From an optimization exercise on the open Yosys and OpenROAD flow, aimed at small area and a short achievable clock period; shortcuts taken in it are not production practice. Where RTL was checked, it was by simulation tests only, not by an equivalence proof against the original. No activity file was given, so power comes from the tool's default toggle rates.

## north
Design resizer, start of the top module:
module resizer (
	input clk,
	input rst,
	input s_valid_i,
	input s_last_i,
	input [2:0] s_keep_i,
	input [11:0] s_data_i,
	output wire s_ready_o,
	output m_valid_o,
	input m_ready_i,
	output m_last_o,
	output [1:0] m_keep_o,
	output [7:0] m_data_o
);
reg        sev;         
reg [15:0] se;          
always @(posedge clk) begin
	if (rst) begin
		sev <= 1'b0;
		se  <= 16'd0;
	end else begin
		sev <= s_valid_i;
		se  <= {s_last_i, s_data_i[11:8], s_keep_i[2], s_data_i[7:4], s_keep_i[1], s_data_i[3:0], s_keep_i[0]};
	end
end
reg rst_q;
always @(posedge clk) rst_q <= rst;
reg [4:0] w;        
reg w23, wz;        
reg [11:0] r;       
reg [2:0] rk;       
reg r35;            
reg [3:0] d;        
reg dz, d1;         
reg nov;            
reg uf;             
reg pu;             
reg rep;            
reg [11:0] me;      
reg [1:0]  mk;      
reg        mv, ml;
reg [359:0] kd;     
reg [23:0]  lb;     
wire [23:0] en;
rz_wen u_wen (.w(w), .wr(sev & nov), .rst_q(rst_q), .en(en));
genvar gs;
generate
for (gs = 0; gs < 24; gs = gs + 1) begin : slot
	always @(posedge clk) begin
		if (en[gs]) begin
			kd[15*gs +: 15] <= se[14:0];
			lb[gs]          <= se[15];
		end
	end
end
endgenerate
wire [11:0] rd;
wire        rz, rk1;
rz_read u_read (.kd(kd), .lb(lb), .r(r), .rd(rd), .rz(rz), .rk1(rk1));
wire [4:0] w_0, w_1;
wire [11:0] r_0, r_1;
  ...
clock: 6.0 ns
lec_check: 0
cap_margin: 20
core_margin: 2
core_utilization: 60
place_density: 0.7
setup_slack_margin: 3.85
slew_margin: 20
synth_hierarchical: 1
standard.sh (not shown) runs the stock make flow with config.mk's settings and CLKGATE_MAP_FILE= SYNTH_SCRIPT=/design/flow/synth_recipe.tcl, a recipe that flattens the netlist after the stock synthesis.
==> flow/flow/run.sh <==
#!/bin/bash
# Standard ORFS layout (the standard.sh, unchanged synthesis), with two
# placement/CTS choices: plain buf_4 cells as the port buffers, and clock tree
# synthesis without dummy loads.  Each tool's output goes to its own log here.
set -uo pipefail
export BUFFER_PORTS_ARGS="-buffer_cell sky130_fd_sc_hd__buf_4"
export CTS_ARGS="-sink_clustering_enable -repair_clock_nets -dont_use_dummy_load -root_buf sky130_fd_sc_hd__clkbuf_16 -buf_list sky130_fd_sc_hd__clkbuf_8 -sink_clustering_buffer sky130_fd_sc_hd__clkbuf_8 -sink_clustering_size 16 -sink_clustering_max_diameter 70"
bash standard.sh synth > flow_synth.log 2>&1
bash standard.sh floorplan > flow_floorplan.log 2>&1
bash standard.sh place > flow_place.log 2>&1
bash standard.sh cts > flow_cts.log 2>&1
bash standard.sh route > flow_route.log 2>&1
bash standard.sh finish > flow_finish.log 2>&1
### north -> south
- CORE_UTILIZATION: 60 -> 70
- SETUP_SLACK_MARGIN: 3.85 -> 3.8
- PLACE_DENSITY: 0.7 -> unset
Notes after the runs:
In the tables for south and north, smallest setup slack after layout reads lower with north. Comparing north against south, there is no change at all in adder-cell share of the synthesized area. Against north as the reference, south delivers a lower non-clock buffer count.

---

Setup of JK:
resizer again, from the RTL that the note above started with.
clock: 6.0 ns
lec_check: 0
cap_margin: 20
core_margin: 2
core_utilization: 70
setup_slack_margin: 3.8
slew_margin: 20
synth_hierarchical: 1
==> flow/flow/run.sh <==
#!/bin/bash
# Standard ORFS layout (the standard.sh, unchanged synthesis), with two
# placement/CTS choices: plain buf_4 cells as the port buffers, and clock tree
# synthesis without dummy loads.  Each tool's output goes to its own log here.
set -uo pipefail
export BUFFER_PORTS_ARGS="-buffer_cell sky130_fd_sc_hd__buf_4"
export CTS_ARGS="-sink_clustering_enable -repair_clock_nets -dont_use_dummy_load -root_buf sky130_fd_sc_hd__clkbuf_16 -buf_list sky130_fd_sc_hd__clkbuf_4 -sink_clustering_buffer sky130_fd_sc_hd__clkbuf_4 -sink_clustering_size 10 -sink_clustering_max_diameter 50"
bash standard.sh synth > flow_synth.log 2>&1
bash standard.sh floorplan > flow_floorplan.log 2>&1
bash standard.sh place > flow_place.log 2>&1
bash standard.sh cts > flow_cts.log 2>&1
bash standard.sh route > flow_route.log 2>&1
bash standard.sh finish > flow_finish.log 2>&1
Modified inputs, MS compared to JK
Settings: CORE_UTILIZATION changed from 70 to 60.
diff --git a/flow/flow/run.sh b/flow/flow/run.sh
--- a/flow/flow/run.sh
+++ b/flow/flow/run.sh
@@ -7 +7 @@
-export CTS_ARGS="-sink_clustering_enable -repair_clock_nets -dont_use_dummy_load -root_buf sky130_fd_sc_hd__clkbuf_16 -buf_list sky130_fd_sc_hd__clkbuf_4 -sink_clustering_buffer sky130_fd_sc_hd__clkbuf_4 -sink_clustering_size 10 -sink_clustering_max_diameter 50"
+export CTS_ARGS="-sink_clustering_enable -repair_clock_nets -dont_use_dummy_load -root_buf sky130_fd_sc_hd__clkbuf_16 -buf_list sky130_fd_sc_hd__clkbuf_8 -sink_clustering_buffer sky130_fd_sc_hd__clkbuf_8 -sink_clustering_size 16 -sink_clustering_max_diameter 70"
[summary]
- MS: done, clean on timing, DRC and antenna
- Net switching power: MS vs JK up about 0.47%
- The cell area after synthesis on JK is in line with that on MS.
- Final clock period utilization by the worst path: JK vs MS — no meaningful difference
[inputs] AL vs MS
Settings: swapping 3.8 for 3.75 in SETUP_SLACK_MARGIN; swapping 60 for 70 in CORE_UTILIZATION.
### Flow results
AL: share of the cycle needed by the critical path after routing lower than MS. On AL: top achievable clock speed is 0.44% higher than what MS gave. MS → AL: number of cells upsized or downsized after cts shows a reduction of 31, adder and majority gate portion of the synthesized area shows no meaningful change. Relative to MS, total power after layout decreased by 0.71% in AL.
Relative to AL, the following input files were edited for TR:
Settings: SETUP_SLACK_MARGIN: 3.75 -> 3.9; CORE_UTILIZATION: 70 -> 60.
==> comparison <==
Against AL as the reference, TR delivers a lower count of routing violations after the opening detailed-route iteration. When the final numbers for AL and TR were put side by side, the core utilization turned out to be smaller in TR. The run showing the greater TritonCTS buffer count is TR. Going from AL to TR, non-filler instance count after layout grew by a few percent. AL → TR: placer's final routability congestion estimate now sits lower; total net switching power now sits higher; final routed wire length divided by cell count now sits higher; die area now sits higher. Final setup slack of the worst path (higher): TR.
The following lists how PW was set up differently from TR:
Settings: swapping 3.9 for 3.85 in SETUP_SLACK_MARGIN; swapping 60 for 70 in CORE_UTILIZATION.
### Flow results
- Routed wire length (PW over TR): decrease, about 6%
- PW vs TR: number of cells in the design after placement down in PW
- Global-route usage: lower on TR
- PW vs. TR: number of antenna violations at the first check in global routing held; worst clock skew went down 0.015 ns.

---

purple:
resizer, a different RTL version from the one above (not shown whole).
Size in the first run: roughly 440 flip-flops, about 33 I/O pins.
clock: 6.0 ns
lec_check: 0
cap_margin: 20
core_margin: 2
core_utilization: 40
slew_margin: 20
synth_hierarchical: 1
run.sh (not shown) runs the stock make flow with config.mk's settings and CLKGATE_MAP_FILE= SYNTH_SCRIPT=/design/flow/synth_recipe.tcl, a recipe that flattens the netlist after the stock synthesis.
Stock flow here: none of the scripts above is used.
purple: no failed stages, no open violations at the end
> inputs changed (purple -> green)
- putting SETUP_SLACK_MARGIN at 3.6 where nothing was set
### Flow results
[compare] base=purple new=green: internal power increased about 1.8%, sequential power essentially unchanged.
green ended up with a higher design area than purple did.
green vs purple — largest voltage drop on the vdd net rose about 8%.
green vs purple — number of global-route vias before repair rose 6.0%.
On hold slack, purple and green are basically level.
The average detailed-routed wire length per instance of green and that of purple are within noise of each other.
Reported for purple and green, non-clock inverter count in the final layout turned out identical to the last digit.
No run of this note included a check of the RTL's function; only the layout flow was run.

---

Another version of the RTL of resizer (not shown whole).
For scale: roughly 1,200 cells after synthesis, ~33 I/O pins.
export LEC_CHECK = 0
export CAP_MARGIN = 20
export CORE_MARGIN = 2
export CORE_UTILIZATION = 70
export SETUP_SLACK_MARGIN = 3.8
export SLEW_MARGIN = 20
export SYNTH_HIERARCHICAL = 1
create_clock -name core_clock -period 6.0 [get_ports {clk}]
standard.sh (not shown) runs the stock make flow with config.mk's settings and CLKGATE_MAP_FILE= SYNTH_SCRIPT=/design/flow/synth_recipe.tcl, a recipe that flattens the netlist after the stock synthesis.
==> flow/flow/run.sh <==
#!/bin/bash
# Standard ORFS layout (the standard.sh, unchanged synthesis), with two
# placement/CTS choices: plain buf_4 cells as the port buffers, and clock tree
# synthesis without dummy loads.  Each tool's output goes to its own log here.
set -uo pipefail
export BUFFER_PORTS_ARGS="-buffer_cell sky130_fd_sc_hd__buf_4"
export CTS_ARGS="-sink_clustering_enable -repair_clock_nets -dont_use_dummy_load -root_buf sky130_fd_sc_hd__clkbuf_16 -buf_list sky130_fd_sc_hd__clkbuf_8 -sink_clustering_buffer sky130_fd_sc_hd__clkbuf_8 -sink_clustering_size 16 -sink_clustering_max_diameter 70"
bash standard.sh synth > flow_synth.log 2>&1
bash standard.sh floorplan > flow_floorplan.log 2>&1
bash standard.sh place > flow_place.log 2>&1
bash standard.sh cts > flow_cts.log 2>&1
bash standard.sh route > flow_route.log 2>&1
bash standard.sh finish > flow_finish.log 2>&1
The first run completed with no timing, DRC or antenna violations.
==> next run, changes <==
- CORE_UTILIZATION: 70 -> 60
- SETUP_SLACK_MARGIN: 3.8 -> 3.7
Outcome: The changed run finished clean; clock-buffer cell count decreases by 1; sequential power is about the same; worst hold slack is about the same; total power drops slightly; fmax hardly moves; routed wire length grows slightly; worst setup slack got worse by 0.0031 ns; register-to-register slack hardly moves; final area goes down slightly; final cell count rises by a few percent.
==> next run, changes <==
- CORE_UTILIZATION: 60 -> 40
Total power goes up slightly.
Clock-buffer cell count grows by 2.
Synthesized area stays the same.
Non-clock buffer count stays the same.
Wire length rises by a few percent.
Cell area rises slightly.
Critical path depth went down by 2.
==> next run, changes <==
- CORE_UTILIZATION: 40 -> 60
- SETUP_SLACK_MARGIN: 3.7 -> 4.0
Outcome: Critical path depth is lower by 1. Final area is higher by about 2.7%. Flip-flop and latch count is unchanged. Combinational power goes up by 19%. Fmax went up by about 1.9%. Via count came out higher by about 1.2%. Sequential share of layout area fell by 1.6 points. Clock skew drops by 0.0090 ns. Final cell count came out lower by about 9%. Core utilization went up by 24 points. Global-route usage climbs by 9.2 points.

## separate check: timing with driven ports
How much do the figures lean on ideal ports? The routed layouts below were timed once more, with nothing changed but the port constraints. Step 1, drivers: a clkbuf_16 drives clk and a buf_2 each remaining input, both assumed. Step 2 moves the port delays by t, midway between the first and last clock arrival at a register: inputs arrive t later, outputs are due t later. That takes back most of the time a late clock gives input paths. Three values: ideal, step 1, step 2; two values: the first two.
run	t, ns	slack for setup (ns)	worst setup path at the end	worst data-port slew with drivers (ns)	pins driven straight from the clock port
north	0.534	3.717 / 3.717 / 3.418	input to register	0.04	1
south	0.543	3.783 / 3.783 / 3.526	input to register	0.04	1
JK	0.557	3.761 / 3.761 / 3.518	input to register	0.04	1
MS	0.542	3.759 / 3.759 / 3.462	input to register	0.05	1
AL	0.544	3.769 / 3.769 / 3.518	input to register	0.04	1
TR	0.542	3.798 / 3.767 / 3.443	input to register	0.05	1
PW	0.541	3.794 / 3.794 / 3.529	input to register	0.04	1
purple	0.633	2.285 / 2.285 / 2.285	register to register	0.04	1
green	0.629	3.266 / 3.266 / 3.266	register to register	0.04	1
the first run of note 4	0.542	3.682 / 3.682 / 3.374	input to register	0.04	1
the second run of note 4	0.535	3.679 / 3.679 / 3.413	input to register	0.03	1
the third run of note 4	0.566	3.703 / 3.684 / 3.286	input to register	0.04	1
the fourth run of note 4	0.537	3.746 / 3.746 / 3.589	input to register	0.04	1
After both steps setup and hold are still met in every run listed. For the third run of note 4, which loses most, drivers alone change the setup slack by -0.019 ns; drivers and shift together by -0.417 ns.
